Context: an optimization exercise on an open-source flow, tuned for small area, a short achievable clock period and few clock cycles. The choices shown serve that exercise and are no tape-out recipe. Function was checked by simulation only, so behaviour that the tests miss may differ from the original. Power and IR drop assume default switching activity.

==> design/flow/design.v <==
module matmul
#(
    parameter DIM_BITS = 16,
    parameter MEM_AW = 16,
    parameter MEM_DW = 32,
    parameter PREC = 16)
(
    input [MEM_AW-1:0] aBASE,
    input [DIM_BITS-1:0] aCOLS,
    input [DIM_BITS-1:0] aROWS,
    input [DIM_BITS-1:0] aSTRIDE,
    input [MEM_AW-1:0] bBASE,
    input [DIM_BITS-1:0] bCOLS,
    input [DIM_BITS-1:0] bSTRIDE,
    input [MEM_AW-1:0] cBASE,
    input [DIM_BITS-1:0] cSTRIDE,
    input clk,
    input go,
    input [MEM_DW-1:0] mem_rdata,
    input rst_n,
    output reg [MEM_AW-1:0] mem_addr,
    output reg mem_req,
    output [MEM_DW-1:0] mem_wdata,
    output reg mem_write,
    output reg ret
);
localparam S_IDLE = 2'd0;
localparam S_RD   = 2'd1;
localparam S_GAP  = 2'd2;
localparam S_WR   = 2'd3;
localparam K_A0 = 2'd0;
localparam K_B0 = 2'd1;
localparam K_B1 = 2'd2;
localparam K_A1 = 2'd3;
reg [1:0] st;
reg [1:0] ph;           
reg       gcnt;         
reg       kfirst;       
reg       wpend;        
reg       zero;         
reg       shortk;       
reg       w_r1, w_c1;   
reg       w_nrow;       
reg       w_done;       
reg [15:0] krem, jrem, irem;
reg [15:0] a_row, a_ptr, b_col, b_ptr, c_row, c_ptr;
reg [15:0] a_s, b_s, c_s;   
reg        klast, jlast, ilast, r1, c1;   
reg        bend;         
reg       q_v, d1_v, d2_v;
reg       q_f, d1_f, d2_f;
reg [1:0] q_k, d1_k, d2_k;
wire arr_a0 = d2_v & (d2_k == K_A0);
wire arr_b0 = d2_v & (d2_k == K_B0);
wire arr_b1 = d2_v & (d2_k == K_B1);
wire arr_a1 = d2_v & (d2_k == K_A1);
reg [15:0] rd1;           
reg [15:0] hb0;
reg [15:0] xr;
reg [8:0] y_one, y_two, y_neg;    
wire [15:0] ysrc = zero ? 16'd0 :
                   (arr_b0 | arr_b1) ? mem_rdata[15:0] :
                   arr_a1 ? rd1 :
                   pend ? hb0 : 16'd0;
wire [8:0] ysrc_one, ysrc_two, ysrc_neg;
matmul_booth_enc u_enc (.y(ysrc), .one(ysrc_one), .two(ysrc_two), .neg(ysrc_neg));
reg m_v, m_f, pend;
reg [31:0] ps, pc;       
wire [31:0] ms, mc;
matmul_csmul u_mul (.x(xr), .yone(y_one), .ytwo(y_two), .yneg(y_neg), .s(ms), .c(mc));
wire [31:0] acc_s = acc0 ^ ps ^ pc;
wire [31:0] acc_c = ((acc0 & ps) | (acc0 & pc) | (ps & pc));
reg [31:0] acc0, acc1, acc2, acc3;
assign mem_wdata = acc3;
wire [15:0] a_step2 = {a_s[14:0], 1'b0};
wire [15:0] c_step2 = {c_s[14:0], 1'b0};
reg [1:0]  st_n;
reg [1:0]  ph_n, q_k_n;
reg        mem_req_n, ret_n, q_v_n, q_f_n, mem_write_n;
reg        gcnt_n, kfirst_n, wpend_n, zero_n, shortk_n;
reg        w_r1_n, w_c1_n, w_nrow_n, w_done_n;
reg [15:0] mem_addr_n, krem_n, jrem_n, irem_n;
reg [15:0] abase, aoff;
reg        acin, ajunk;
reg [15:0] a_row_n, a_ptr_n, b_col_n, b_ptr_n, c_row_n, c_ptr_n;
always @* begin
    st_n = st;
    ph_n = ph;
    gcnt_n = gcnt;
    kfirst_n = kfirst;
    wpend_n = wpend;
    zero_n = zero;
    shortk_n = shortk;
    w_r1_n = w_r1;
    w_c1_n = w_c1;
    w_nrow_n = w_nrow;
    w_done_n = w_done;
    krem_n = krem;
    jrem_n = jrem;
    irem_n = irem;
    a_row_n = a_row;
    a_ptr_n = a_ptr;
    b_col_n = b_col;
    b_ptr_n = b_ptr;
    c_row_n = c_row;
    c_ptr_n = c_ptr;
    abase = a_ptr;
    aoff = 16'd0;
    acin = 1'b0;
    mem_write_n = 1'b1;
    mem_req_n = 1'b0;
    ret_n = 1'b0;
    q_v_n = 1'b0;
    q_f_n = kfirst;
    q_k_n = ph;
    case (st)
        S_IDLE: begin
            zero_n = (aCOLS == 16'd0);
            shortk_n = (aCOLS[15:1] == 15'd0);
            krem_n = aCOLS;
            jrem_n = bCOLS;
            irem_n = aROWS;
            a_row_n = aBASE;
            a_ptr_n = aBASE;
            b_col_n = bBASE;
            b_ptr_n = bBASE;
            c_row_n = cBASE;
            c_ptr_n = cBASE;
            kfirst_n = 1'b1;
            wpend_n = 1'b0;
            w_r1_n = 1'b1;
            w_c1_n = 1'b1;
            w_done_n = 1'b1;
            if (go) begin
                if ((aROWS == 16'd0) || (bCOLS == 16'd0)) begin
                    st_n = S_WR;
                    ph_n = 2'd3;
                end
                else begin
                    st_n = S_RD;
                    ph_n = 2'd0;
                end
            end
        end
        S_RD: begin
            mem_req_n = 1'b1;
            mem_write_n = 1'b0;
            q_v_n = 1'b1;
            case (ph)
                2'd0: begin
                    abase = a_ptr;
                    ph_n = 2'd1;
                end
                2'd1: begin
                    abase = b_ptr;
                    ph_n = 2'd2;
                    if (wpend) begin
                        st_n = S_WR;
                        ph_n = 2'd0;
                        wpend_n = 1'b0;
                    end
                end
                2'd2: begin
                    abase = b_ptr;
                    acin = 1'b1;
                    ph_n = 2'd3;
                end
                2'd3: begin
                    abase = a_ptr;
                    aoff = a_s;
                    ph_n = 2'd0;
                    if (!bend) begin
                        krem_n = krem - 16'd1;
                        kfirst_n = 1'b0;
                        a_ptr_n = a_ptr + 16'd1;
                        b_ptr_n = b_ptr + b_s;
                    end
                    else begin
                        kfirst_n = 1'b1;
                        krem_n = aCOLS;
                        w_r1_n = r1;
                        w_c1_n = c1;
                        w_nrow_n = jlast;
                        w_done_n = jlast & ilast;
                        if (!jlast) begin
                            a_ptr_n = a_row;
                            b_col_n = b_col + 16'd2;
                            b_ptr_n = b_col + 16'd2;
                            jrem_n = jrem - 16'd2;
                        end
                        else begin
                            a_row_n = a_row + a_step2;
                            a_ptr_n = a_row + a_step2;
                            b_col_n = bBASE;
                            b_ptr_n = bBASE;
                            jrem_n = bCOLS;
                            irem_n = irem - 16'd2;
                        end
                        if ((jlast & ilast) | shortk) begin
                            st_n = S_GAP;
                            gcnt_n = 1'b0;
                        end
                        else begin
                            wpend_n = 1'b1;
                        end
                    end
                end
            endcase
        end
        S_GAP: begin
            gcnt_n = 1'b1;
            if (gcnt) begin
                st_n = S_WR;
                ph_n = 2'd0;
            end
        end
        S_WR: begin
            mem_write_n = 1'b1;
            case (ph)
                2'd0: begin
                    abase = c_ptr;
                    mem_req_n = 1'b1;
                    ph_n = 2'd1;
                end
                2'd1: begin
                    abase = c_ptr;
                    acin = 1'b1;
                    mem_req_n = ~w_c1;
                    ph_n = 2'd2;
                end
                2'd2: begin
                    abase = c_ptr;
                    aoff = c_s;
                    acin = 1'b1;
                    mem_req_n = ~w_r1 & ~w_c1;
                    ph_n = 2'd3;
                end
                2'd3: begin
                    abase = c_ptr;
                    aoff = c_s;
                    mem_req_n = ~w_r1;
                    if (w_nrow) begin
                        c_row_n = c_row + c_step2;
                        c_ptr_n = c_row + c_step2;
                    end
                    else begin
                        c_ptr_n = c_ptr + 16'd2;
                    end
                    if (w_done) begin
                        st_n = S_IDLE;
                        ret_n = 1'b1;
                    end
                    else begin
                        st_n = S_RD;
                        ph_n = shortk ? 2'd0 : 2'd2;
                    end
                end
            endcase
        end
    endcase
    {mem_addr_n, ajunk} = {abase, 1'b1} + {aoff, acin};
end
always @(posedge clk or negedge rst_n) begin
    if (~rst_n) begin
        st <= S_IDLE;
        mem_req <= 1'b0;
        ret <= 1'b0;
        q_v <= 1'b0;
        d1_v <= 1'b0;
        d2_v <= 1'b0;
        m_v <= 1'b0;
        pend <= 1'b0;
    end
    else begin
        st <= st_n;
        mem_req <= mem_req_n;
        ret <= ret_n;
        q_v <= q_v_n;
        d1_v <= q_v;
        d2_v <= d1_v;
        m_v <= pend | (d2_v && d2_k != K_A0);
        pend <= ~pend & d2_v & (d2_k == K_A1);
    end
end
always @(posedge clk) begin
    if (st == S_IDLE) begin
        a_s <= aSTRIDE;
        b_s <= bSTRIDE;
        c_s <= cSTRIDE;
    end
    klast <= (krem[15:1] == 15'd0);
    bend <= (st == S_RD) && (ph == 2'd2) && klast;
    jlast <= (jrem[15:2] == 14'd0) && (jrem[1:0] != 2'd3);
    ilast <= (irem[15:2] == 14'd0) && (irem[1:0] != 2'd3);
    r1 <= (irem[15:1] == 15'd0);
    c1 <= (jrem[15:1] == 15'd0);
    ph <= ph_n;
    gcnt <= gcnt_n;
    kfirst <= kfirst_n;
    wpend <= wpend_n;
    zero <= zero_n;
    shortk <= shortk_n;
    w_r1 <= w_r1_n;
    w_c1 <= w_c1_n;
    w_nrow <= w_nrow_n;
    w_done <= w_done_n;
    krem <= krem_n;
    jrem <= jrem_n;
    irem <= irem_n;
    a_row <= a_row_n;
    a_ptr <= a_ptr_n;
    b_col <= b_col_n;
    b_ptr <= b_ptr_n;
    c_row <= c_row_n;
    c_ptr <= c_ptr_n;
    mem_addr <= mem_addr_n;
    mem_write <= mem_write_n;
    q_f <= q_f_n;
    q_k <= q_k_n;
    if (!pend)
        m_f <= d2_f;
end
always @(posedge clk) begin
    d1_f <= q_f;
    d1_k <= q_k;
    d2_f <= d1_f;
    d2_k <= d1_k;
    rd1 <= mem_rdata[15:0];
    if (arr_b0) hb0 <= mem_rdata[15:0];
    if (arr_b0)
        xr <= rd1;
    else if (arr_a1)
        xr <= mem_rdata[15:0];
    y_one <= ysrc_one;
    y_two <= ysrc_two;
    y_neg <= ysrc_neg;
    ps <= ms;
    pc <= mc;
    acc3 <= acc_s + {acc_c[30:0], 1'b0};
    acc2 <= acc3;
    acc1 <= acc2;
    acc0 <= (m_v & m_f) ? 32'd0 : acc1;
end
endmodule
module matmul_booth_enc (
    input [15:0] y,
    output [8:0] one,
    output [8:0] two,
    output [8:0] neg
);
assign one[0] = y[0] ^ 1'b0;
assign two[0] = (y[1] & ~y[0] & ~1'b0) | (~y[1] & y[0] & 1'b0);
assign neg[0] = y[1];
assign one[1] = y[2] ^ y[1];
assign two[1] = (y[3] & ~y[2] & ~y[1]) | (~y[3] & y[2] & y[1]);
assign neg[1] = y[3];
assign one[2] = y[4] ^ y[3];
assign two[2] = (y[5] & ~y[4] & ~y[3]) | (~y[5] & y[4] & y[3]);
assign neg[2] = y[5];
assign one[3] = y[6] ^ y[5];
assign two[3] = (y[7] & ~y[6] & ~y[5]) | (~y[7] & y[6] & y[5]);
assign neg[3] = y[7];
assign one[4] = y[8] ^ y[7];
assign two[4] = (y[9] & ~y[8] & ~y[7]) | (~y[9] & y[8] & y[7]);
assign neg[4] = y[9];
assign one[5] = y[10] ^ y[9];
assign two[5] = (y[11] & ~y[10] & ~y[9]) | (~y[11] & y[10] & y[9]);
assign neg[5] = y[11];
assign one[6] = y[12] ^ y[11];
assign two[6] = (y[13] & ~y[12] & ~y[11]) | (~y[13] & y[12] & y[11]);
assign neg[6] = y[13];
assign one[7] = y[14] ^ y[13];
assign two[7] = (y[15] & ~y[14] & ~y[13]) | (~y[15] & y[14] & y[13]);
assign neg[7] = y[15];
assign one[8] = 1'b0 ^ y[15];
assign two[8] = (1'b0 & ~1'b0 & ~y[15]) | (~1'b0 & 1'b0 & y[15]);
assign neg[8] = 1'b0;
endmodule
module matmul_csmul (
    input [15:0] x,
    input [8:0] yone,
    input [8:0] ytwo,
    input [8:0] yneg,
    output [31:0] s,
    output [31:0] c
);
wire one0 = yone[0];
wire two0 = ytwo[0];
wire neg0 = yneg[0];
wire pp0_0 = ((one0 & x[0]) | (two0 & 1'b0)) ^ neg0;
wire pp0_1 = ((one0 & x[1]) | (two0 & x[0])) ^ neg0;
wire pp0_2 = ((one0 & x[2]) | (two0 & x[1])) ^ neg0;
wire pp0_3 = ((one0 & x[3]) | (two0 & x[2])) ^ neg0;
wire pp0_4 = ((one0 & x[4]) | (two0 & x[3])) ^ neg0;
wire pp0_5 = ((one0 & x[5]) | (two0 & x[4])) ^ neg0;
wire pp0_6 = ((one0 & x[6]) | (two0 & x[5])) ^ neg0;
wire pp0_7 = ((one0 & x[7]) | (two0 & x[6])) ^ neg0;
wire pp0_8 = ((one0 & x[8]) | (two0 & x[7])) ^ neg0;
wire pp0_9 = ((one0 & x[9]) | (two0 & x[8])) ^ neg0;
wire pp0_10 = ((one0 & x[10]) | (two0 & x[9])) ^ neg0;
wire pp0_11 = ((one0 & x[11]) | (two0 & x[10])) ^ neg0;
wire pp0_12 = ((one0 & x[12]) | (two0 & x[11])) ^ neg0;
wire pp0_13 = ((one0 & x[13]) | (two0 & x[12])) ^ neg0;
wire pp0_14 = ((one0 & x[14]) | (two0 & x[13])) ^ neg0;
wire pp0_15 = ((one0 & x[15]) | (two0 & x[14])) ^ neg0;
wire pp0_16 = ((one0 & 1'b0) | (two0 & x[15])) ^ neg0;
wire nn0 = ~neg0;
wire one1 = yone[1];
wire two1 = ytwo[1];
wire neg1 = yneg[1];
wire pp1_0 = ((one1 & x[0]) | (two1 & 1'b0)) ^ neg1;
wire pp1_1 = ((one1 & x[1]) | (two1 & x[0])) ^ neg1;
wire pp1_2 = ((one1 & x[2]) | (two1 & x[1])) ^ neg1;
wire pp1_3 = ((one1 & x[3]) | (two1 & x[2])) ^ neg1;
wire pp1_4 = ((one1 & x[4]) | (two1 & x[3])) ^ neg1;
wire pp1_5 = ((one1 & x[5]) | (two1 & x[4])) ^ neg1;
wire pp1_6 = ((one1 & x[6]) | (two1 & x[5])) ^ neg1;
wire pp1_7 = ((one1 & x[7]) | (two1 & x[6])) ^ neg1;
wire pp1_8 = ((one1 & x[8]) | (two1 & x[7])) ^ neg1;
wire pp1_9 = ((one1 & x[9]) | (two1 & x[8])) ^ neg1;
wire pp1_10 = ((one1 & x[10]) | (two1 & x[9])) ^ neg1;
wire pp1_11 = ((one1 & x[11]) | (two1 & x[10])) ^ neg1;
wire pp1_12 = ((one1 & x[12]) | (two1 & x[11])) ^ neg1;
wire pp1_13 = ((one1 & x[13]) | (two1 & x[12])) ^ neg1;
wire pp1_14 = ((one1 & x[14]) | (two1 & x[13])) ^ neg1;
wire pp1_15 = ((one1 & x[15]) | (two1 & x[14])) ^ neg1;
wire pp1_16 = ((one1 & 1'b0) | (two1 & x[15])) ^ neg1;
wire nn1 = ~neg1;
wire one2 = yone[2];
wire two2 = ytwo[2];
wire neg2 = yneg[2];
wire pp2_0 = ((one2 & x[0]) | (two2 & 1'b0)) ^ neg2;
wire pp2_1 = ((one2 & x[1]) | (two2 & x[0])) ^ neg2;
wire pp2_2 = ((one2 & x[2]) | (two2 & x[1])) ^ neg2;
wire pp2_3 = ((one2 & x[3]) | (two2 & x[2])) ^ neg2;
wire pp2_4 = ((one2 & x[4]) | (two2 & x[3])) ^ neg2;
wire pp2_5 = ((one2 & x[5]) | (two2 & x[4])) ^ neg2;
wire pp2_6 = ((one2 & x[6]) | (two2 & x[5])) ^ neg2;
wire pp2_7 = ((one2 & x[7]) | (two2 & x[6])) ^ neg2;
wire pp2_8 = ((one2 & x[8]) | (two2 & x[7])) ^ neg2;
wire pp2_9 = ((one2 & x[9]) | (two2 & x[8])) ^ neg2;
wire pp2_10 = ((one2 & x[10]) | (two2 & x[9])) ^ neg2;
wire pp2_11 = ((one2 & x[11]) | (two2 & x[10])) ^ neg2;
wire pp2_12 = ((one2 & x[12]) | (two2 & x[11])) ^ neg2;
wire pp2_13 = ((one2 & x[13]) | (two2 & x[12])) ^ neg2;
wire pp2_14 = ((one2 & x[14]) | (two2 & x[13])) ^ neg2;
wire pp2_15 = ((one2 & x[15]) | (two2 & x[14])) ^ neg2;
wire pp2_16 = ((one2 & 1'b0) | (two2 & x[15])) ^ neg2;
wire nn2 = ~neg2;
wire one3 = yone[3];
wire two3 = ytwo[3];
wire neg3 = yneg[3];
wire pp3_0 = ((one3 & x[0]) | (two3 & 1'b0)) ^ neg3;
wire pp3_1 = ((one3 & x[1]) | (two3 & x[0])) ^ neg3;
wire pp3_2 = ((one3 & x[2]) | (two3 & x[1])) ^ neg3;
wire pp3_3 = ((one3 & x[3]) | (two3 & x[2])) ^ neg3;
wire pp3_4 = ((one3 & x[4]) | (two3 & x[3])) ^ neg3;
wire pp3_5 = ((one3 & x[5]) | (two3 & x[4])) ^ neg3;
wire pp3_6 = ((one3 & x[6]) | (two3 & x[5])) ^ neg3;
wire pp3_7 = ((one3 & x[7]) | (two3 & x[6])) ^ neg3;
wire pp3_8 = ((one3 & x[8]) | (two3 & x[7])) ^ neg3;
wire pp3_9 = ((one3 & x[9]) | (two3 & x[8])) ^ neg3;
wire pp3_10 = ((one3 & x[10]) | (two3 & x[9])) ^ neg3;
wire pp3_11 = ((one3 & x[11]) | (two3 & x[10])) ^ neg3;
wire pp3_12 = ((one3 & x[12]) | (two3 & x[11])) ^ neg3;
wire pp3_13 = ((one3 & x[13]) | (two3 & x[12])) ^ neg3;
wire pp3_14 = ((one3 & x[14]) | (two3 & x[13])) ^ neg3;
wire pp3_15 = ((one3 & x[15]) | (two3 & x[14])) ^ neg3;
wire pp3_16 = ((one3 & 1'b0) | (two3 & x[15])) ^ neg3;
wire nn3 = ~neg3;
wire one4 = yone[4];
wire two4 = ytwo[4];
wire neg4 = yneg[4];
wire pp4_0 = ((one4 & x[0]) | (two4 & 1'b0)) ^ neg4;
wire pp4_1 = ((one4 & x[1]) | (two4 & x[0])) ^ neg4;
wire pp4_2 = ((one4 & x[2]) | (two4 & x[1])) ^ neg4;
wire pp4_3 = ((one4 & x[3]) | (two4 & x[2])) ^ neg4;
wire pp4_4 = ((one4 & x[4]) | (two4 & x[3])) ^ neg4;
wire pp4_5 = ((one4 & x[5]) | (two4 & x[4])) ^ neg4;
wire pp4_6 = ((one4 & x[6]) | (two4 & x[5])) ^ neg4;
wire pp4_7 = ((one4 & x[7]) | (two4 & x[6])) ^ neg4;
wire pp4_8 = ((one4 & x[8]) | (two4 & x[7])) ^ neg4;
wire pp4_9 = ((one4 & x[9]) | (two4 & x[8])) ^ neg4;
wire pp4_10 = ((one4 & x[10]) | (two4 & x[9])) ^ neg4;
wire pp4_11 = ((one4 & x[11]) | (two4 & x[10])) ^ neg4;
wire pp4_12 = ((one4 & x[12]) | (two4 & x[11])) ^ neg4;
wire pp4_13 = ((one4 & x[13]) | (two4 & x[12])) ^ neg4;
wire pp4_14 = ((one4 & x[14]) | (two4 & x[13])) ^ neg4;
wire pp4_15 = ((one4 & x[15]) | (two4 & x[14])) ^ neg4;
wire pp4_16 = ((one4 & 1'b0) | (two4 & x[15])) ^ neg4;
wire nn4 = ~neg4;
wire one5 = yone[5];
wire two5 = ytwo[5];
wire neg5 = yneg[5];
wire pp5_0 = ((one5 & x[0]) | (two5 & 1'b0)) ^ neg5;
wire pp5_1 = ((one5 & x[1]) | (two5 & x[0])) ^ neg5;
wire pp5_2 = ((one5 & x[2]) | (two5 & x[1])) ^ neg5;
wire pp5_3 = ((one5 & x[3]) | (two5 & x[2])) ^ neg5;
wire pp5_4 = ((one5 & x[4]) | (two5 & x[3])) ^ neg5;
wire pp5_5 = ((one5 & x[5]) | (two5 & x[4])) ^ neg5;
wire pp5_6 = ((one5 & x[6]) | (two5 & x[5])) ^ neg5;
wire pp5_7 = ((one5 & x[7]) | (two5 & x[6])) ^ neg5;
wire pp5_8 = ((one5 & x[8]) | (two5 & x[7])) ^ neg5;
wire pp5_9 = ((one5 & x[9]) | (two5 & x[8])) ^ neg5;
wire pp5_10 = ((one5 & x[10]) | (two5 & x[9])) ^ neg5;
wire pp5_11 = ((one5 & x[11]) | (two5 & x[10])) ^ neg5;
wire pp5_12 = ((one5 & x[12]) | (two5 & x[11])) ^ neg5;
wire pp5_13 = ((one5 & x[13]) | (two5 & x[12])) ^ neg5;
wire pp5_14 = ((one5 & x[14]) | (two5 & x[13])) ^ neg5;
wire pp5_15 = ((one5 & x[15]) | (two5 & x[14])) ^ neg5;
wire pp5_16 = ((one5 & 1'b0) | (two5 & x[15])) ^ neg5;
wire nn5 = ~neg5;
wire one6 = yone[6];
wire two6 = ytwo[6];
wire neg6 = yneg[6];
wire pp6_0 = ((one6 & x[0]) | (two6 & 1'b0)) ^ neg6;
wire pp6_1 = ((one6 & x[1]) | (two6 & x[0])) ^ neg6;
wire pp6_2 = ((one6 & x[2]) | (two6 & x[1])) ^ neg6;
wire pp6_3 = ((one6 & x[3]) | (two6 & x[2])) ^ neg6;
wire pp6_4 = ((one6 & x[4]) | (two6 & x[3])) ^ neg6;
wire pp6_5 = ((one6 & x[5]) | (two6 & x[4])) ^ neg6;
wire pp6_6 = ((one6 & x[6]) | (two6 & x[5])) ^ neg6;
wire pp6_7 = ((one6 & x[7]) | (two6 & x[6])) ^ neg6;
wire pp6_8 = ((one6 & x[8]) | (two6 & x[7])) ^ neg6;
wire pp6_9 = ((one6 & x[9]) | (two6 & x[8])) ^ neg6;
wire pp6_10 = ((one6 & x[10]) | (two6 & x[9])) ^ neg6;
wire pp6_11 = ((one6 & x[11]) | (two6 & x[10])) ^ neg6;
wire pp6_12 = ((one6 & x[12]) | (two6 & x[11])) ^ neg6;
wire pp6_13 = ((one6 & x[13]) | (two6 & x[12])) ^ neg6;
wire pp6_14 = ((one6 & x[14]) | (two6 & x[13])) ^ neg6;
wire pp6_15 = ((one6 & x[15]) | (two6 & x[14])) ^ neg6;
wire pp6_16 = ((one6 & 1'b0) | (two6 & x[15])) ^ neg6;
wire nn6 = ~neg6;
wire one7 = yone[7];
wire two7 = ytwo[7];
wire neg7 = yneg[7];
wire pp7_0 = ((one7 & x[0]) | (two7 & 1'b0)) ^ neg7;
wire pp7_1 = ((one7 & x[1]) | (two7 & x[0])) ^ neg7;
wire pp7_2 = ((one7 & x[2]) | (two7 & x[1])) ^ neg7;
wire pp7_3 = ((one7 & x[3]) | (two7 & x[2])) ^ neg7;
wire pp7_4 = ((one7 & x[4]) | (two7 & x[3])) ^ neg7;
wire pp7_5 = ((one7 & x[5]) | (two7 & x[4])) ^ neg7;
wire pp7_6 = ((one7 & x[6]) | (two7 & x[5])) ^ neg7;
wire pp7_7 = ((one7 & x[7]) | (two7 & x[6])) ^ neg7;
wire pp7_8 = ((one7 & x[8]) | (two7 & x[7])) ^ neg7;
wire pp7_9 = ((one7 & x[9]) | (two7 & x[8])) ^ neg7;
wire pp7_10 = ((one7 & x[10]) | (two7 & x[9])) ^ neg7;
wire pp7_11 = ((one7 & x[11]) | (two7 & x[10])) ^ neg7;
wire pp7_12 = ((one7 & x[12]) | (two7 & x[11])) ^ neg7;
wire pp7_13 = ((one7 & x[13]) | (two7 & x[12])) ^ neg7;
wire pp7_14 = ((one7 & x[14]) | (two7 & x[13])) ^ neg7;
wire pp7_15 = ((one7 & x[15]) | (two7 & x[14])) ^ neg7;
wire pp7_16 = ((one7 & 1'b0) | (two7 & x[15])) ^ neg7;
wire nn7 = ~neg7;
wire one8 = yone[8];
wire two8 = ytwo[8];
wire neg8 = yneg[8];
wire pp8_0 = ((one8 & x[0]) | (two8 & 1'b0)) ^ neg8;
wire pp8_1 = ((one8 & x[1]) | (two8 & x[0])) ^ neg8;
wire pp8_2 = ((one8 & x[2]) | (two8 & x[1])) ^ neg8;
wire pp8_3 = ((one8 & x[3]) | (two8 & x[2])) ^ neg8;
wire pp8_4 = ((one8 & x[4]) | (two8 & x[3])) ^ neg8;
wire pp8_5 = ((one8 & x[5]) | (two8 & x[4])) ^ neg8;
wire pp8_6 = ((one8 & x[6]) | (two8 & x[5])) ^ neg8;
wire pp8_7 = ((one8 & x[7]) | (two8 & x[6])) ^ neg8;
wire pp8_8 = ((one8 & x[8]) | (two8 & x[7])) ^ neg8;
wire pp8_9 = ((one8 & x[9]) | (two8 & x[8])) ^ neg8;
wire pp8_10 = ((one8 & x[10]) | (two8 & x[9])) ^ neg8;
wire pp8_11 = ((one8 & x[11]) | (two8 & x[10])) ^ neg8;
wire pp8_12 = ((one8 & x[12]) | (two8 & x[11])) ^ neg8;
wire pp8_13 = ((one8 & x[13]) | (two8 & x[12])) ^ neg8;
wire pp8_14 = ((one8 & x[14]) | (two8 & x[13])) ^ neg8;
wire pp8_15 = ((one8 & x[15]) | (two8 & x[14])) ^ neg8;
wire s1 = pp0_10 ^ pp1_8;
wire c2 = pp0_10 & pp1_8;
wire s3 = pp0_11 ^ pp1_9;
wire c4 = pp0_11 & pp1_9;
wire s5 = pp0_12 ^ pp1_10 ^ pp2_8;
wire c6 = (pp0_12 & pp1_10) | (pp0_12 & pp2_8) | (pp1_10 & pp2_8);
wire s7 = pp3_6 ^ pp4_4;
wire c8 = pp3_6 & pp4_4;
wire s9 = pp0_13 ^ pp1_11 ^ pp2_9;
wire c10 = (pp0_13 & pp1_11) | (pp0_13 & pp2_9) | (pp1_11 & pp2_9);
wire s11 = pp3_7 ^ pp4_5;
wire c12 = pp3_7 & pp4_5;
wire s13 = pp0_14 ^ pp1_12 ^ pp2_10;
wire c14 = (pp0_14 & pp1_12) | (pp0_14 & pp2_10) | (pp1_12 & pp2_10);
wire s15 = pp3_8 ^ pp4_6 ^ pp5_4;
wire c16 = (pp3_8 & pp4_6) | (pp3_8 & pp5_4) | (pp4_6 & pp5_4);
wire s17 = pp6_2 ^ pp7_0;
wire c18 = pp6_2 & pp7_0;
wire s19 = pp0_15 ^ pp1_13 ^ pp2_11;
wire c20 = (pp0_15 & pp1_13) | (pp0_15 & pp2_11) | (pp1_13 & pp2_11);
wire s21 = pp3_9 ^ pp4_7 ^ pp5_5;
wire c22 = (pp3_9 & pp4_7) | (pp3_9 & pp5_5) | (pp4_7 & pp5_5);
wire s23 = pp6_3 ^ pp7_1;
wire c24 = pp6_3 & pp7_1;
wire s25 = pp0_16 ^ pp1_14 ^ pp2_12;
wire c26 = (pp0_16 & pp1_14) | (pp0_16 & pp2_12) | (pp1_14 & pp2_12);
wire s27 = pp3_10 ^ pp4_8 ^ pp5_6;
wire c28 = (pp3_10 & pp4_8) | (pp3_10 & pp5_6) | (pp4_8 & pp5_6);
wire s29 = pp6_4 ^ pp7_2 ^ pp8_0;
wire c30 = (pp6_4 & pp7_2) | (pp6_4 & pp8_0) | (pp7_2 & pp8_0);
wire s31 = neg0 ^ pp1_15 ^ pp2_13;
wire c32 = (neg0 & pp1_15) | (neg0 & pp2_13) | (pp1_15 & pp2_13);
wire s33 = pp3_11 ^ pp4_9 ^ pp5_7;
wire c34 = (pp3_11 & pp4_9) | (pp3_11 & pp5_7) | (pp4_9 & pp5_7);
wire s35 = pp6_5 ^ pp7_3 ^ pp8_1;
wire c36 = (pp6_5 & pp7_3) | (pp6_5 & pp8_1) | (pp7_3 & pp8_1);
wire s37 = neg0 ^ pp1_16 ^ pp2_14;
wire c38 = (neg0 & pp1_16) | (neg0 & pp2_14) | (pp1_16 & pp2_14);
wire s39 = pp3_12 ^ pp4_10 ^ pp5_8;
wire c40 = (pp3_12 & pp4_10) | (pp3_12 & pp5_8) | (pp4_10 & pp5_8);
wire s41 = pp6_6 ^ pp7_4 ^ pp8_2;
wire c42 = (pp6_6 & pp7_4) | (pp6_6 & pp8_2) | (pp7_4 & pp8_2);
wire s43 = nn0 ^ nn1 ^ pp2_15;
wire c44 = (nn0 & nn1) | (nn0 & pp2_15) | (nn1 & pp2_15);
wire s45 = pp3_13 ^ pp4_11 ^ pp5_9;
wire c46 = (pp3_13 & pp4_11) | (pp3_13 & pp5_9) | (pp4_11 & pp5_9);
wire s47 = pp6_7 ^ pp7_5 ^ pp8_3;
wire c48 = (pp6_7 & pp7_5) | (pp6_7 & pp8_3) | (pp7_5 & pp8_3);
wire s49 = pp2_16 ^ pp3_14 ^ pp4_12;
wire c50 = (pp2_16 & pp3_14) | (pp2_16 & pp4_12) | (pp3_14 & pp4_12);
wire s51 = pp5_10 ^ pp6_8 ^ pp7_6;
wire c52 = (pp5_10 & pp6_8) | (pp5_10 & pp7_6) | (pp6_8 & pp7_6);
wire s53 = pp8_4 ^ 1'b1;
wire c54 = pp8_4 & 1'b1;
wire s55 = nn2 ^ pp3_15 ^ pp4_13;
wire c56 = (nn2 & pp3_15) | (nn2 & pp4_13) | (pp3_15 & pp4_13);
wire s57 = pp5_11 ^ pp6_9 ^ pp7_7;
wire c58 = (pp5_11 & pp6_9) | (pp5_11 & pp7_7) | (pp6_9 & pp7_7);
wire s59 = pp3_16 ^ pp4_14 ^ pp5_12;
wire c60 = (pp3_16 & pp4_14) | (pp3_16 & pp5_12) | (pp4_14 & pp5_12);
wire s61 = pp6_10 ^ pp7_8;
wire c62 = pp6_10 & pp7_8;
wire s63 = nn3 ^ pp4_15 ^ pp5_13;
wire c64 = (nn3 & pp4_15) | (nn3 & pp5_13) | (pp4_15 & pp5_13);
wire s65 = pp4_16 ^ pp5_14;
wire c66 = pp4_16 & pp5_14;
wire s67 = pp0_6 ^ pp1_4;
wire c68 = pp0_6 & pp1_4;
wire s69 = pp0_7 ^ pp1_5;
wire c70 = pp0_7 & pp1_5;
wire s71 = pp0_8 ^ pp1_6 ^ pp2_4;
wire c72 = (pp0_8 & pp1_6) | (pp0_8 & pp2_4) | (pp1_6 & pp2_4);
wire s73 = pp3_2 ^ pp4_0;
wire c74 = pp3_2 & pp4_0;
wire s75 = pp0_9 ^ pp1_7 ^ pp2_5;
wire c76 = (pp0_9 & pp1_7) | (pp0_9 & pp2_5) | (pp1_7 & pp2_5);
wire s77 = pp3_3 ^ pp4_1;
wire c78 = pp3_3 & pp4_1;
wire s79 = pp2_6 ^ pp3_4 ^ pp4_2;
wire c80 = (pp2_6 & pp3_4) | (pp2_6 & pp4_2) | (pp3_4 & pp4_2);
wire s81 = pp5_0 ^ neg5 ^ s1;
wire c82 = (pp5_0 & neg5) | (pp5_0 & s1) | (neg5 & s1);
wire s83 = pp2_7 ^ pp3_5 ^ pp4_3;
wire c84 = (pp2_7 & pp3_5) | (pp2_7 & pp4_3) | (pp3_5 & pp4_3);
wire s85 = pp5_1 ^ s3 ^ c2;
wire c86 = (pp5_1 & s3) | (pp5_1 & c2) | (s3 & c2);
wire s87 = pp5_2 ^ pp6_0 ^ neg6;
wire c88 = (pp5_2 & pp6_0) | (pp5_2 & neg6) | (pp6_0 & neg6);
wire s89 = s5 ^ s7 ^ c4;
wire c90 = (s5 & s7) | (s5 & c4) | (s7 & c4);
wire s91 = pp5_3 ^ pp6_1 ^ s9;
wire c92 = (pp5_3 & pp6_1) | (pp5_3 & s9) | (pp6_1 & s9);
wire s93 = s11 ^ c6 ^ c8;
wire c94 = (s11 & c6) | (s11 & c8) | (c6 & c8);
wire s95 = neg7 ^ s13 ^ s15;
wire c96 = (neg7 & s13) | (neg7 & s15) | (s13 & s15);
wire s97 = s17 ^ c10 ^ c12;
wire c98 = (s17 & c10) | (s17 & c12) | (c10 & c12);
wire s99 = s19 ^ s21 ^ s23;
wire c100 = (s19 & s21) | (s19 & s23) | (s21 & s23);
wire s101 = c14 ^ c16 ^ c18;
wire c102 = (c14 & c16) | (c14 & c18) | (c16 & c18);
wire s103 = s25 ^ s27 ^ s29;
wire c104 = (s25 & s27) | (s25 & s29) | (s27 & s29);
wire s105 = c20 ^ c22 ^ c24;
wire c106 = (c20 & c22) | (c20 & c24) | (c22 & c24);
wire s107 = s31 ^ s33 ^ s35;
wire c108 = (s31 & s33) | (s31 & s35) | (s33 & s35);
wire s109 = c26 ^ c28 ^ c30;
wire c110 = (c26 & c28) | (c26 & c30) | (c28 & c30);
wire s111 = s37 ^ s39 ^ s41;
wire c112 = (s37 & s39) | (s37 & s41) | (s39 & s41);
wire s113 = c32 ^ c34 ^ c36;
wire c114 = (c32 & c34) | (c32 & c36) | (c34 & c36);
wire s115 = s43 ^ s45 ^ s47;
wire c116 = (s43 & s45) | (s43 & s47) | (s45 & s47);
wire s117 = c38 ^ c40 ^ c42;
wire c118 = (c38 & c40) | (c38 & c42) | (c40 & c42);
wire s119 = s49 ^ s51 ^ s53;
wire c120 = (s49 & s51) | (s49 & s53) | (s51 & s53);
wire s121 = c44 ^ c46 ^ c48;
wire c122 = (c44 & c46) | (c44 & c48) | (c46 & c48);
wire s123 = pp8_5 ^ s55 ^ s57;
wire c124 = (pp8_5 & s55) | (pp8_5 & s57) | (s55 & s57);
wire s125 = c50 ^ c52 ^ c54;
wire c126 = (c50 & c52) | (c50 & c54) | (c52 & c54);
wire s127 = pp8_6 ^ 1'b1 ^ s59;
wire c128 = (pp8_6 & 1'b1) | (pp8_6 & s59) | (1'b1 & s59);
wire s129 = s61 ^ c56 ^ c58;
wire c130 = (s61 & c56) | (s61 & c58) | (c56 & c58);
wire s131 = pp6_11 ^ pp7_9 ^ pp8_7;
wire c132 = (pp6_11 & pp7_9) | (pp6_11 & pp8_7) | (pp7_9 & pp8_7);
wire s133 = s63 ^ c60 ^ c62;
wire c134 = (s63 & c60) | (s63 & c62) | (c60 & c62);
wire s135 = pp6_12 ^ pp7_10 ^ pp8_8;
wire c136 = (pp6_12 & pp7_10) | (pp6_12 & pp8_8) | (pp7_10 & pp8_8);
wire s137 = 1'b1 ^ s65 ^ c64;
wire c138 = (1'b1 & s65) | (1'b1 & c64) | (s65 & c64);
wire s139 = nn4 ^ pp5_15 ^ pp6_13;
wire c140 = (nn4 & pp5_15) | (nn4 & pp6_13) | (pp5_15 & pp6_13);
wire s141 = pp7_11 ^ pp8_9 ^ c66;
wire c142 = (pp7_11 & pp8_9) | (pp7_11 & c66) | (pp8_9 & c66);
wire s143 = pp5_16 ^ pp6_14 ^ pp7_12;
wire c144 = (pp5_16 & pp6_14) | (pp5_16 & pp7_12) | (pp6_14 & pp7_12);
wire s145 = pp8_10 ^ 1'b1;
wire c146 = pp8_10 & 1'b1;
wire s147 = nn5 ^ pp6_15 ^ pp7_13;
wire c148 = (nn5 & pp6_15) | (nn5 & pp7_13) | (pp6_15 & pp7_13);
wire s149 = pp6_16 ^ pp7_14;
wire c150 = pp6_16 & pp7_14;
wire s151 = pp0_4 ^ pp1_2;
wire c152 = pp0_4 & pp1_2;
wire s153 = pp0_5 ^ pp1_3;
wire c154 = pp0_5 & pp1_3;
wire s155 = pp2_2 ^ pp3_0 ^ neg3;
wire c156 = (pp2_2 & pp3_0) | (pp2_2 & neg3) | (pp3_0 & neg3);
wire s157 = pp2_3 ^ pp3_1 ^ s69;
wire c158 = (pp2_3 & pp3_1) | (pp2_3 & s69) | (pp3_1 & s69);
wire s159 = neg4 ^ s71 ^ s73;
wire c160 = (neg4 & s71) | (neg4 & s73) | (s71 & s73);
wire s161 = s75 ^ s77 ^ c72;
wire c162 = (s75 & s77) | (s75 & c72) | (s77 & c72);
wire s163 = s79 ^ s81 ^ c76;
wire c164 = (s79 & s81) | (s79 & c76) | (s81 & c76);
wire s165 = s83 ^ s85 ^ c80;
wire c166 = (s83 & s85) | (s83 & c80) | (s85 & c80);
wire s167 = s87 ^ s89 ^ c84;
wire c168 = (s87 & s89) | (s87 & c84) | (s89 & c84);
wire s169 = s91 ^ s93 ^ c88;
wire c170 = (s91 & s93) | (s91 & c88) | (s93 & c88);
wire s171 = s95 ^ s97 ^ c92;
wire c172 = (s95 & s97) | (s95 & c92) | (s97 & c92);
wire s173 = s99 ^ s101 ^ c96;
wire c174 = (s99 & s101) | (s99 & c96) | (s101 & c96);
wire s175 = s103 ^ s105 ^ c100;
wire c176 = (s103 & s105) | (s103 & c100) | (s105 & c100);
wire s177 = s107 ^ s109 ^ c104;
wire c178 = (s107 & s109) | (s107 & c104) | (s109 & c104);
wire s179 = s111 ^ s113 ^ c108;
wire c180 = (s111 & s113) | (s111 & c108) | (s113 & c108);
wire s181 = s115 ^ s117 ^ c112;
wire c182 = (s115 & s117) | (s115 & c112) | (s117 & c112);
wire s183 = s119 ^ s121 ^ c116;
wire c184 = (s119 & s121) | (s119 & c116) | (s121 & c116);
wire s185 = s123 ^ s125 ^ c120;
wire c186 = (s123 & s125) | (s123 & c120) | (s125 & c120);
wire s187 = s127 ^ s129 ^ c124;
wire c188 = (s127 & s129) | (s127 & c124) | (s129 & c124);
wire s189 = s131 ^ s133 ^ c128;
wire c190 = (s131 & s133) | (s131 & c128) | (s133 & c128);
wire s191 = s135 ^ s137 ^ c132;
wire c192 = (s135 & s137) | (s135 & c132) | (s137 & c132);
wire s193 = s139 ^ s141 ^ c136;
wire c194 = (s139 & s141) | (s139 & c136) | (s141 & c136);
wire s195 = s143 ^ s145 ^ c140;
wire c196 = (s143 & s145) | (s143 & c140) | (s145 & c140);
wire s197 = pp8_11 ^ s147 ^ c144;
wire c198 = (pp8_11 & s147) | (pp8_11 & c144) | (s147 & c144);
wire s199 = pp8_12 ^ 1'b1 ^ s149;
wire c200 = (pp8_12 & 1'b1) | (pp8_12 & s149) | (1'b1 & s149);
wire s201 = nn6 ^ pp7_15 ^ pp8_13;
wire c202 = (nn6 & pp7_15) | (nn6 & pp8_13) | (pp7_15 & pp8_13);
wire s203 = pp7_16 ^ pp8_14;
wire c204 = pp7_16 & pp8_14;
wire s205 = pp0_2 ^ pp1_0;
wire c206 = pp0_2 & pp1_0;
wire s207 = pp0_3 ^ pp1_1;
wire c208 = pp0_3 & pp1_1;
wire s209 = pp2_0 ^ neg2 ^ s151;
wire c210 = (pp2_0 & neg2) | (pp2_0 & s151) | (neg2 & s151);
wire s211 = pp2_1 ^ s153 ^ c152;
wire c212 = (pp2_1 & s153) | (pp2_1 & c152) | (s153 & c152);
wire s213 = s67 ^ s155 ^ c154;
wire c214 = (s67 & s155) | (s67 & c154) | (s155 & c154);
wire s215 = c68 ^ s157 ^ c156;
wire c216 = (c68 & s157) | (c68 & c156) | (s157 & c156);
wire s217 = c70 ^ s159 ^ c158;
wire c218 = (c70 & s159) | (c70 & c158) | (s159 & c158);
wire s219 = c74 ^ s161 ^ c160;
wire c220 = (c74 & s161) | (c74 & c160) | (s161 & c160);
wire s221 = c78 ^ s163 ^ c162;
wire c222 = (c78 & s163) | (c78 & c162) | (s163 & c162);
wire s223 = c82 ^ s165 ^ c164;
wire c224 = (c82 & s165) | (c82 & c164) | (s165 & c164);
wire s225 = c86 ^ s167 ^ c166;
wire c226 = (c86 & s167) | (c86 & c166) | (s167 & c166);
wire s227 = c90 ^ s169 ^ c168;
wire c228 = (c90 & s169) | (c90 & c168) | (s169 & c168);
wire s229 = c94 ^ s171 ^ c170;
wire c230 = (c94 & s171) | (c94 & c170) | (s171 & c170);
wire s231 = c98 ^ s173 ^ c172;
wire c232 = (c98 & s173) | (c98 & c172) | (s173 & c172);
wire s233 = c102 ^ s175 ^ c174;
wire c234 = (c102 & s175) | (c102 & c174) | (s175 & c174);
wire s235 = c106 ^ s177 ^ c176;
wire c236 = (c106 & s177) | (c106 & c176) | (s177 & c176);
wire s237 = c110 ^ s179 ^ c178;
wire c238 = (c110 & s179) | (c110 & c178) | (s179 & c178);
wire s239 = c114 ^ s181 ^ c180;
wire c240 = (c114 & s181) | (c114 & c180) | (s181 & c180);
wire s241 = c118 ^ s183 ^ c182;
wire c242 = (c118 & s183) | (c118 & c182) | (s183 & c182);
wire s243 = c122 ^ s185 ^ c184;
wire c244 = (c122 & s185) | (c122 & c184) | (s185 & c184);
wire s245 = c126 ^ s187 ^ c186;
wire c246 = (c126 & s187) | (c126 & c186) | (s187 & c186);
wire s247 = c130 ^ s189 ^ c188;
wire c248 = (c130 & s189) | (c130 & c188) | (s189 & c188);
wire s249 = c134 ^ s191 ^ c190;
wire c250 = (c134 & s191) | (c134 & c190) | (s191 & c190);
wire s251 = c138 ^ s193 ^ c192;
wire c252 = (c138 & s193) | (c138 & c192) | (s193 & c192);
wire s253 = c142 ^ s195 ^ c194;
wire c254 = (c142 & s195) | (c142 & c194) | (s195 & c194);
wire s255 = c146 ^ s197 ^ c196;
wire c256 = (c146 & s197) | (c146 & c196) | (s197 & c196);
wire s257 = c148 ^ s199 ^ c198;
wire c258 = (c148 & s199) | (c148 & c198) | (s199 & c198);
wire s259 = c150 ^ s201 ^ c200;
wire c260 = (c150 & s201) | (c150 & c200) | (s201 & c200);
wire s261 = 1'b1 ^ s203 ^ c202;
wire c262 = (1'b1 & s203) | (1'b1 & c202) | (s203 & c202);
wire s263 = nn7 ^ pp8_15 ^ c204;
wire c264 = (nn7 & pp8_15) | (nn7 & c204) | (pp8_15 & c204);
assign s[0] = pp0_0;
assign c[0] = neg0;
assign s[1] = pp0_1;
assign c[1] = 1'b0;
assign s[2] = neg1;
assign c[2] = s205;
assign s[3] = s207;
assign c[3] = c206;
assign s[4] = s209;
assign c[4] = c208;
assign s[5] = s211;
assign c[5] = c210;
assign s[6] = s213;
assign c[6] = c212;
assign s[7] = s215;
assign c[7] = c214;
assign s[8] = s217;
assign c[8] = c216;
assign s[9] = s219;
assign c[9] = c218;
assign s[10] = s221;
assign c[10] = c220;
assign s[11] = s223;
assign c[11] = c222;
assign s[12] = s225;
assign c[12] = c224;
assign s[13] = s227;
assign c[13] = c226;
assign s[14] = s229;
assign c[14] = c228;
assign s[15] = s231;
assign c[15] = c230;
assign s[16] = s233;
assign c[16] = c232;
assign s[17] = s235;
assign c[17] = c234;
assign s[18] = s237;
assign c[18] = c236;
assign s[19] = s239;
assign c[19] = c238;
assign s[20] = s241;
assign c[20] = c240;
assign s[21] = s243;
assign c[21] = c242;
assign s[22] = s245;
assign c[22] = c244;
assign s[23] = s247;
assign c[23] = c246;
assign s[24] = s249;
assign c[24] = c248;
assign s[25] = s251;
assign c[25] = c250;
assign s[26] = s253;
assign c[26] = c252;
assign s[27] = s255;
assign c[27] = c254;
assign s[28] = s257;
assign c[28] = c256;
assign s[29] = s259;
assign c[29] = c258;
assign s[30] = s261;
assign c[30] = c260;
assign s[31] = s263;
assign c[31] = c262;
endmodule
==> design/flow/flow/run.sh <==
#!/bin/bash
# The standard layout, with two changes to how it is made (the SDC and its
# 10 ns clock are unchanged): port buffers use the small buf_1 cell instead of
# the default delay buffer, and repair_timing aims for a larger setup margin.
set -euo pipefail
bash standard.sh 'BUFFER_PORTS_ARGS=-buffer_cell sky130_fd_sc_hd__buf_1' SETUP_SLACK_MARGIN=6.6 finish > standard_make.log 2>&1
==> design/flow/standard.sh <==
#!/bin/bash
# synth_recipe.tcl (not shown) runs the flow's synth.tcl, then flattens the netlist and writes it again
# the make line also repeats each setting of config.mk as NAME=value (left out here)
make -C /OpenROAD-flow-scripts/flow DESIGN_CONFIG=/design/flow/config.mk WORK_HOME=/design/flow/orfs CLKGATE_MAP_FILE= SYNTH_SCRIPT=/design/flow/synth_recipe.tcl "${@:-finish}"
==> design/flow/config.mk <==
export PLATFORM = sky130hd
export DESIGN_NAME = matmul
export DESIGN_NICKNAME = matmul
export VERILOG_FILES = /design/flow/design.v
export SDC_FILE = /design/flow/constraint.sdc
export NUM_CORES = 4
export LEC_CHECK = 0
export ABC_CLOCK_PERIOD_IN_PS = 3000
export CAP_MARGIN = 20
export CORE_MARGIN = 2
export CORE_UTILIZATION = 40
export CTS_CLUSTER_DIAMETER = 60
export CTS_CLUSTER_SIZE = 25
export PLACE_DENSITY = 0.6
export SLEW_MARGIN = 20
==> design/flow/constraint.sdc <==
create_clock -name core_clock -period 10.0 [get_ports {clk}]
set_input_delay 2.0000 -clock core_clock [delete_from_list [all_inputs] [get_ports {clk}]]
set_output_delay 2.0000 -clock core_clock [all_outputs]
set_load 0.01 [all_outputs]
==> summary.md, run 1 <==
| Metric | Value |
|---|---|
| Result of the run | complete, no violations |
| Setup repair after global routing missed its margin | yes |
| Antenna violations before repair | 11 |
| Overall via count from detail_route | 21.1k |
| Detailed-placement wirelength estimate | 55300 µm |
| Count of different cell masters after synthesis | 80 |
| TritonCTS clock tree | done |
| Total Die Area | 0.0737 mm² |
| Clock Root Buffer | clkbuf_16 |
| Relative slew slack | 31.9% |
| Share of the yosys chip area belonging to registers | 44.0% |
| Length of the first detailed-routing pass in iterations | 6 |
| Worst hold path class | reg -> reg |
| Number of setup violations in the final report | 0 |
| Initial Utilization | 40.2% |
| Leading cell types in the layout, fill and taps excluded | nand2_1 (243), dfxtp_1 (241), edfxtp_1 (236) |
| Buffer depth of the longest clock path | 3 |
| Cell types occupying the most area after synthesis | edfxtp_1 (25%), dfxtp_1 (18%), fa_1 (9.7%), xnor2_1 (6.6%), ha_1 (5.6%) |
| Count of boundary I/O pins | 230 |
| Fill cells | 6692 |
| Placed instance area | 0.0301 mm² |
| Depth of the CTS H-tree | 2 |
| Crit Path Max Fanout | 6 |
| First-pass GRT wire length | 118000 µm |
| Data arrival time of the worst path | 3.83 ns |
| Internal portion of total power | 4.48 mW |
| Part of the cycle the worst path needs | 32.7% |
| Largest net degree at the start of global routing | 90 |
| Final estimated routing congestion in global placement | 0.897 |
| Number of sinks on the clock net | 508 |
| Share of layout cells above drive strength 1 | 8.99% |
| Number of nets produced by synthesis | 3178 |
| Dominant cell type by area after synthesis | edfxtp_1 |
| Area of all placed cells without fillers | 0.0327 mm² |
| Type of the worst setup path | reg -> reg |
| Part of the total power dissipated in the clock network | 28.6% |
| Mapped Cells | 2732 |
| Horizontal die dimension | 271 µm |
| Cell Area, Synth | 0.0286 mm² |
| Sequential power share | 37.4% |
| Insertion delay of the later-clocked pin in the worst-skew pair | 0.62 ns |
| Summed negative setup slack over all endpoints | 0 ns |
| Fraction of post-synthesis cell area in the top cell type by area | 24.8% |
| Core ar. | 0.0711 mm² |
| Sw Share | 35.9% |
| Site Rows | 98 |
| NetSw | 2.51 mW |
| Worst clock skew | 0.0451 ns |
| Layout area overhead | 14.4% |
| Avg Inst Size Synth | 10.5 µm² |
| Leftover overflow at the end of global routing | 0 |
| Inserted Clock Buffers | 47 |
| Dominant synthesized flop cell | dfxtp_1 |
| Area taken by flip-flops and latches | 0.0126 mm² |
| Number of hold-repair buffers added at the cts stage | 0 |
| Worst IR Drop VDD | 228 µV |
| Clock-pin slew reported for the worst setup and hold paths after clock tree synthesis | 0.08 ns |
| Vias in the first global route | 21.2k |
| Avg WL per Cell | 19.3 µm |
| Number of slew-limit violations in the final report | 0 |
| Max cap viols | 0 |
| Wire length reported by the detailed router | 75200 µm |
| Final period demand of the worst path | 3.27 ns |
| Required time at the worst-slack endpoint | 10.56 ns |
| Total area of multi-input combinational cells | 0.0150 mm² |
| Startpoint type of the worst setup path | flip-flop |
| Leakage power | 12.6 nW |
| Total number of nets in the final design | 3356 |
| Flop2flop setup slack | 6.73 ns |
| Total track usage | 20.1% |
| Vias/cell | 5.41 |
| Number of enable flip-flop cells after synthesis | 236 |
| Final hold violation count | 0 |
| Highest Clock Rate | 306 MHz |
| First DRT Iteration DRCs | 1609 |
| Number of synthesized register bits | 508 |
| Most frequent standard cell in the layout excluding fill and tap cells | nand2_1 |
| Cell area power density | 213 mW/mm² |
| Yosys warnings | 1 |
| Worst Setup End Kind | flip-flop |
| Post-route DRC violation count | 0 |
| Worst-Margin Slew | 1.02 ns |
| Relative contribution of combinational cells to total power | 34.0% |
| Fraction of registers with async set/reset | 1.77% |
| Number of buffer cells added on primary ports | 213 |
| Number of nets with antenna violations after routing | 0 |
| Die extent in y | 271 µm |
==> sequential cells by signal, indices dropped and copies added, names as in the netlist, 31 cells and up <==
name  flops
acc0     32
acc1     32
acc2     32
acc3     32
pc       31
ps       32
==> synthesized netlist by cell type, drive strengths merged (9+ instances only) <==
cell type and instances:
nor2b 22, nor4 22, buf 25, nor3 41, inv 150, fa 138
o21a 18, xor2 83, mux2 22, o21ai 117, a21o 51, o221ai 10
a211oi 22, o211ai 12, clkbuf 137, a21oi 135, a221oi 20, a311oi 9
o21bai 10, nand2b 10, nand2 243, a22oi 124, and3 16, mux2i 29
nand4 23, nor2 158, ha 129, o31ai 12, a22o 18, dfxtp 263
edfxtp 236, and2 41, nand3 65, o22ai 13, a31oi 19, dfrtp 9
xnor2 214
==> path summary, 6_finish.rpt <==
kind | startpoint | endpoint | depth (start not counted)
max | ph[0] | mem_addr[9] | 13
min | acc2[24] | acc1[24] | 0
max reg2reg | ph[0] | mem_addr[9] | 13
min reg2reg | acc2[24] | acc1[24] | 0
max in group asynchronous | rst_n | pend | 1
min in group asynchronous | rst_n | st[1] | 1
==> stage by stage <==
stage                     total power [mW]  hold slack [ns]  utilization [%]  cells  setup slack (ns)
after floorplan                       4.40            0.310                -   2732              6.61
after global placement                4.99            0.311             42.3   3747              5.95
after detailed placement              5.02            0.312             42.3   3747              5.89
after CTS                             7.07            0.325             45.5   3879              6.54
after global routing                  7.53            0.325             46.0   3903              6.53
final                                 6.99            0.321             46.0   3905              6.73
==> power by group through the flow <==
stage          clock, mW  combinational (mW)  sequential (mW)
3_5_place_dp           0                2.34             2.68
3_3_place_gp           0                2.32             2.67
5_1_grt             2.13                2.75             2.65
6_report            2.00                2.37             2.61
2_1_floorplan          0                1.77             2.63
4_1_cts             2.05                2.40             2.62
==> what timing repair did <==
action                                  CTS  global route
endpoints found under the setup margin  183           106
buffers inserted                         44            19
pin swaps                                 3            11
resized for setup                        37            32
==> cells by family (layout without fill, tap and decap cells) <==
| logic type | Yosys count | in the layout | share of synthesized area [%] |
|---|---|---|---|
| AOI/OAI and AO/OA | 619 | 619 | 14.5 |
| DFF | 508 | 508 | 44.0 |
| xor gates and xnor gates | 297 | 297 | 9.09 |
| and+or+nand+nor | 674 | 674 | 11.0 |
| buffers and inverters | 316 | 533 | 4.23 |
| muxes | 51 | 51 | 1.88 |
| other | 0 | 6 | 0 |
| adders and majority gates | 267 | 267 | 15.3 |
==> metal layers <==
layer | part of all wire, % | track usage (%) | vias to the layer above
met3 | 6.0 | 3.48 | 159
li1 | - | - | 10000
met1 | 42 | 25.5 | 10300
met2 | 49 | 34.6 | 625
met5 | 0.13 | 0 | -
met4 | 3.3 | 7.14 | 14
==> critical path, stage by stage (launching register included) <==
cell	delay (ns)
edfxtp_1	0.48
inv_2	0.11
ha_2	0.26
o21a_4	0.25
a22o_4	0.28
fa_2	0.42
a21oi_4	0.17
o21ai_1	0.12
a211oi_2	0.34
nor2_2	0.08
o41ai_2	0.33
buf_4	0.18
buf_4	0.09
xnor2_1	0.09
==> final cells by class <==
type,instances,share of cell area [%]
flip-flops and latches,508,38.5
clock inverters,40,1.72
multi-input cells,1908,45.8
well taps,950,3.63
diodes,6,0.0459
clock buffers,48,3.60
inverters,154,1.85
repair buffers,291,4.82
Testbench counts, summed over its fixed seeds: cycles 52,372.
==> run 2: changes to the inputs <==
--- a/design/flow/flow/run.sh
+++ b/design/flow/flow/run.sh
@@ -5,2 +5,2 @@
 set -euo pipefail
-bash standard.sh 'BUFFER_PORTS_ARGS=-buffer_cell sky130_fd_sc_hd__buf_1' SETUP_SLACK_MARGIN=6.6 finish > standard_make.log 2>&1
+bash standard.sh 'BUFFER_PORTS_ARGS=-buffer_cell sky130_fd_sc_hd__buf_1' SETUP_SLACK_MARGIN=6.8 finish > standard_make.log 2>&1
--- a/design/flow/config.mk
+++ b/design/flow/config.mk
@@ -11,2 +11,3 @@
 export CORE_UTILIZATION = 40
+export CTS_BUF_LIST = sky130_fd_sc_hd__clkbuf_4 sky130_fd_sc_hd__clkbuf_8 sky130_fd_sc_hd__clkbuf_16
 export CTS_CLUSTER_DIAMETER = 60
==> run 2 against run 1 <==
Global-route usage up 0.68 points. Non-clock buffer count increased by 34. Largest power group unchanged. Count of clock-buffer cells in the layout grew 7. Critical path type is now reg -> out.
==> summary.md, run 2 <==
| Metric | Value |
|---|---|
| Number of nets with antenna violations after routing | 0 (unchanged) |
| Crit Path Max Fanout | 1 (-5) |
| Relative slew slack | 30.9% (-1.0 points) |
| Synthesized-area fraction occupied by adder cells | 15.3% (unchanged) |
| Most common library cells after synthesis | dfxtp_1 (263), nand2_1 (243), edfxtp_1 (236) |
| Site Rows | 98 (unchanged) |
| First-pass GRT wire length | 121000 µm (+2.8%) |
| Compound-Gate Fraction of Synth Area | 14.5% (unchanged) |
| Area of all placed cells without fillers | 0.0335 mm² (+2.4%) |
| Max cap viols | 0 (unchanged) |
| Count of different cell masters after synthesis | 80 (unchanged) |
| Startpoint type of the worst setup path | flip-flop |
| Required time at the worst-slack endpoint | 8.00 ns (-2.56 ns) |
| Vias in the first global route | 21.7k (+2.6%) |
| Count of boundary I/O pins | 230 (unchanged) |
| Final period demand of the worst path | 3.26 ns (-0.00801 ns) |
| Core ar. | 0.0711 mm² (unchanged) |
| Data arrival time of the worst path | 1.26 ns (-2.57 ns) |
| Mapped Cells | 2732 (unchanged) |
| Dominant synthesized flop cell | dfxtp_1 |
| Cell Area, Synth | 0.0286 mm² (unchanged) |
| Share of layout cells above drive strength 1 | 12.4% (+3.4 points) |
| Flop2flop setup slack | 6.78 ns (+0.05 ns) |
| Number of buffer cells added on primary ports | 213 (unchanged) |
| PnR Total Power | 7.15 mW (+2.4%) |
| Most frequent standard cell in the layout excluding fill and tap cells | dfxtp_1 |
| Leftover overflow at the end of global routing | 0 (unchanged) |
| Worst hold path class | reg -> reg |
| Max stage delay cell, worst path | dfrtp_1 |
| Worst-Margin Slew | 1.03 ns (+0.0145 ns) |
| Worst reg2reg path endpoint | ps[18] |
| Clock Root Buffer | clkbuf_16 |
| Main combinational cell family by area after synthesis | adder cells |
| Final estimated routing congestion in global placement | 0.906 (+0.97%) |
| Number of nets produced by synthesis | 3178 (unchanged) |
| Series of cell instances along the critical path | buf_2 |
| Placed instance area | 0.0301 mm² (+0.12%) |
| Number of buffer and inverter instances along the worst setup path | 1 (-2) |
| Setup repair after global routing missed its margin | yes |
| Met2 demand-to-capacity share in global routing | 35.3% (+0.77 points) |
| Worst IR Drop VDD | 176 µV (-23%) |
| Share of the synthesized netlist area taken by xor and xnor gates | 9.09% (unchanged) |
| Share of the yosys chip area belonging to registers | 44.0% (unchanged) |
| Worst Hold Depth | 0 (unchanged) |
| Layer carrying the most global-route usage | met2 |
| Inserted Clock Buffers | 49 (+4.3%) |
| Total Die Area | 0.0737 mm² (unchanged) |
| Highest Clock Rate | 306 MHz (+0.25%) |
| First DRT Iteration DRCs | 1660 (+3.2%) |
| Depth of the CTS H-tree | 2 (unchanged) |
| Worst clock skew | 0.0431 ns (-0.00193 ns) |
| GRT met3 Usage | 3.56% (+0.088 points) |
| Synth Area in Simple Gates | 11.0% (unchanged) |
| Horizontal die dimension | 271 µm (unchanged) |
| Number of slew-limit violations in the final report | 0 (unchanged) |
| Post-route DRC violation count | 0 (unchanged) |
| Fraction of post-synthesis cell area in the top cell type by area | 24.8% (unchanged) |
| Length of the first detailed-routing pass in iterations | 6 (unchanged) |
| Number of sinks on the clock net | 508 (unchanged) |
| Avg WL per Cell | 19.9 µm (+3.0%) |
| Total track usage | 20.8% (+0.68 points) |
| Delay of the slowest cell on the worst path | 0.45 ns (-0.03 ns) |
| Avg Inst Size Synth | 10.5 µm² (unchanged) |
| Detailed-placement wirelength estimate | 56100 µm (+1.5%) |
| Yosys warnings | 1 (unchanged) |
| Summed negative setup slack over all endpoints | 0 ns (unchanged) |
| Buffer depth of the longest clock path | 3 (unchanged) |
| Leakage power | 13.0 nW (+3.1%) |
| Total number of nets in the final design | 3392 (+1.1%) |
| Vias/cell | 5.46 (+0.95%) |
| Reg2reg path depth | 9 (-4) |
| Multiplexer fraction of the synthesized cell area | 1.88% (unchanged) |
| Hold worst-path end | acc1[5] |
| PnR worst setup slack | 6.74 ns (+0.00801 ns) |
| Most frequently used cell type in the post-synthesis netlist | dfxtp_1 |
| Hold Crit Start | acc2[5] |
| Worst Setup End Kind | output pin |
| Launch point of the worst reg-to-reg path | xr[12] |
| Insertion delay of the later-clocked pin in the worst-skew pair | 0.64 ns (+0.02 ns) |
| Cell types occupying the most area after synthesis | edfxtp_1 (25%), dfxtp_1 (18%), fa_1 (9.7%), xnor2_1 (6.6%), ha_1 (5.6%) |
| Number of synthesized register bits | 508 (unchanged) |
| Result of the run | complete, no violations |
| Dominant cell type by area after synthesis | edfxtp_1 |
| Initial Utilization | 40.2% (unchanged) |
| Final hold violation count | 0 (unchanged) |
| Antenna violations before repair | 9 (-2) |
| Die extent in y | 271 µm (unchanged) |
| Cell area power density | 213 mW/mm² (about the same) |
| Utilization of the core after routing | 47.1% (+1.1 points) |
| Number of enable flip-flop cells after synthesis | 236 (unchanged) |
| Number of setup violations in the final report | 0 (unchanged) |
| Part of the cycle the worst path needs | 32.6% (-0.080 points) |
| Overall via count from detail_route | 21.5k (+1.8%) |
| Layout area overhead | 17.2% |
| Wire length reported by the detailed router | 78200 µm (+3.9%) |
| Clock-pin slew reported for the worst setup and hold paths after clock tree synthesis | 0.08 ns (about the same) |
| Largest net degree at the start of global routing | 56 (-38%) |
| Type of the worst setup path | reg -> out |
| Fraction of registers with async set/reset | 1.77% (unchanged) |
| TritonCTS clock tree | done |
| M1 GR Usage | 26.5% (+0.99 points) |
| Post-place setup slack | 5.20 ns (-0.695 ns) |
| Leading cell types in the layout, fill and taps excluded | dfxtp_1 (242), nand2_1 (241), edfxtp_1 (236) |
| Cell type group with the largest total delay on the critical path | flip-flops |
run 2: cell types whose count changed in the layout (fill, tap and decap cells not counted), moves of 10 or more:
cell     delta
buf_2      +10
buf_6      +12
buf_4      +21
a22oi_1    -25
buf_1      -18
dfxtp_4    +12
dfxtp_2    -13
a22oi_2    +25
run 2: report_power, final:
group / internal [mW] / switching [mW] / total (mW)
clock: 1.06 / 1.01 / 2.08
sequential: 2.46 / 0.147 / 2.61
combinational: 1.05 / 1.42 / 2.47
run 2: worst register-to-register path, stage by stage, from the launching register on:
cell      delay [ns]
edfxtp_1        0.42
buf_12          0.17
buf_4           0.14
a22oi_1         0.19
xnor2_1         0.13
fa_1            0.59
fa_1            0.45
fa_1            0.54
inv_1           0.05
fa_1            0.44
run 2: through the flow:
step / cells / hold WS [ns]
floorplan: 2732 / 0.310
global placement: 3749 / 0.312
detailed placement: 3750 / 0.312
CTS: 3923 / 0.329
global route: 3938 / 0.335
finish: 3939 / 0.325
run 2: cells by family after synthesis:
family          after synthesis
mux                          51
simple gates                674
buf+inv                     316
fa+ha+maj                   267
compound gates              619
flops                       508
xor+xnor                    297
run 2: metal layers:
layer / up-vias / wire length (µm)
met4: 14 / 2700
met5: - / 93
met3: 171 / 4990
met2: 704 / 38000
li1: 10100 / -
met1: 10500 / 32400
run 2: how the worst max path moves through the flow:
stage / start / end / depth (start not counted)
2_1_floorplan: st[1] / mem_addr[11] / 14
3_3_place_gp: st[1] / mem_addr[11] / 14
3_5_place_dp: st[1] / mem_addr[11] / 14
4_1_cts: mem_req / mem_req / 1
5_1_grt: xr[12] / ps[21] / 10
6_report: mem_req / mem_req / 1
run 2: layout make-up:
cell class | instances | area [µm²]
clock buffers | 55 | 1350
flip-flops and latches | 508 | 12600
inverters | 154 | 606
clock inverters | 37 | 500
multi-input cells | 1908 | 15300
repair buffers | 325 | 1930
well taps | 950 | 1190
fillers | 6579 | 37600
diodes | 2 | 5.00
run 2: repair_timing:
| item | CTS | global route |
|---|---|---|
| endpoints found under the setup margin | 228 | 62 |
| cloned | 2 | 0 |
| buffers inserted | 79 | 14 |
| resized for setup | 86 | 90 |
| hold buffers | 0 | 0 |
| pin swaps | 22 | 37 |
| hold endpoints to repair | 0 | 0 |

static timing again, ports no longer ideal:
In the flow no input, the clock included, has a driving cell. The finished layouts below were timed again as built, in two steps. Step 1: set_driving_cell puts a clkbuf_16 on clk and a buf_2 on each other input, an assumption about the parent block. Step 2 adds t to the input delays and takes it off the output delays; t is the mean of the earliest and latest rising clock arrival at the registers after step 1. Input paths then give back, and output paths get back, about the clock's delay inside the block. Three values: ideal ports, drivers, drivers and shift; two values: the first two.
| run | t (ns) | setup slack, ns | worst register clock-pin slew, ns | worst data-port slew with drivers (ns) |
|---|---|---|---|---|
| run 1 | 0.666 | 6.729 / 6.729 / 6.458 | 0.09 / 0.09 | 0.12 |
| run 2 | 0.675 | 6.737 / 6.678 / 6.494 | 0.08 / 0.08 | 0.13 |
After both steps setup and hold are still met in every run listed. The setup slack of run 1, which loses most, moves by 0.000 ns with the drivers and by -0.271 ns with both steps.
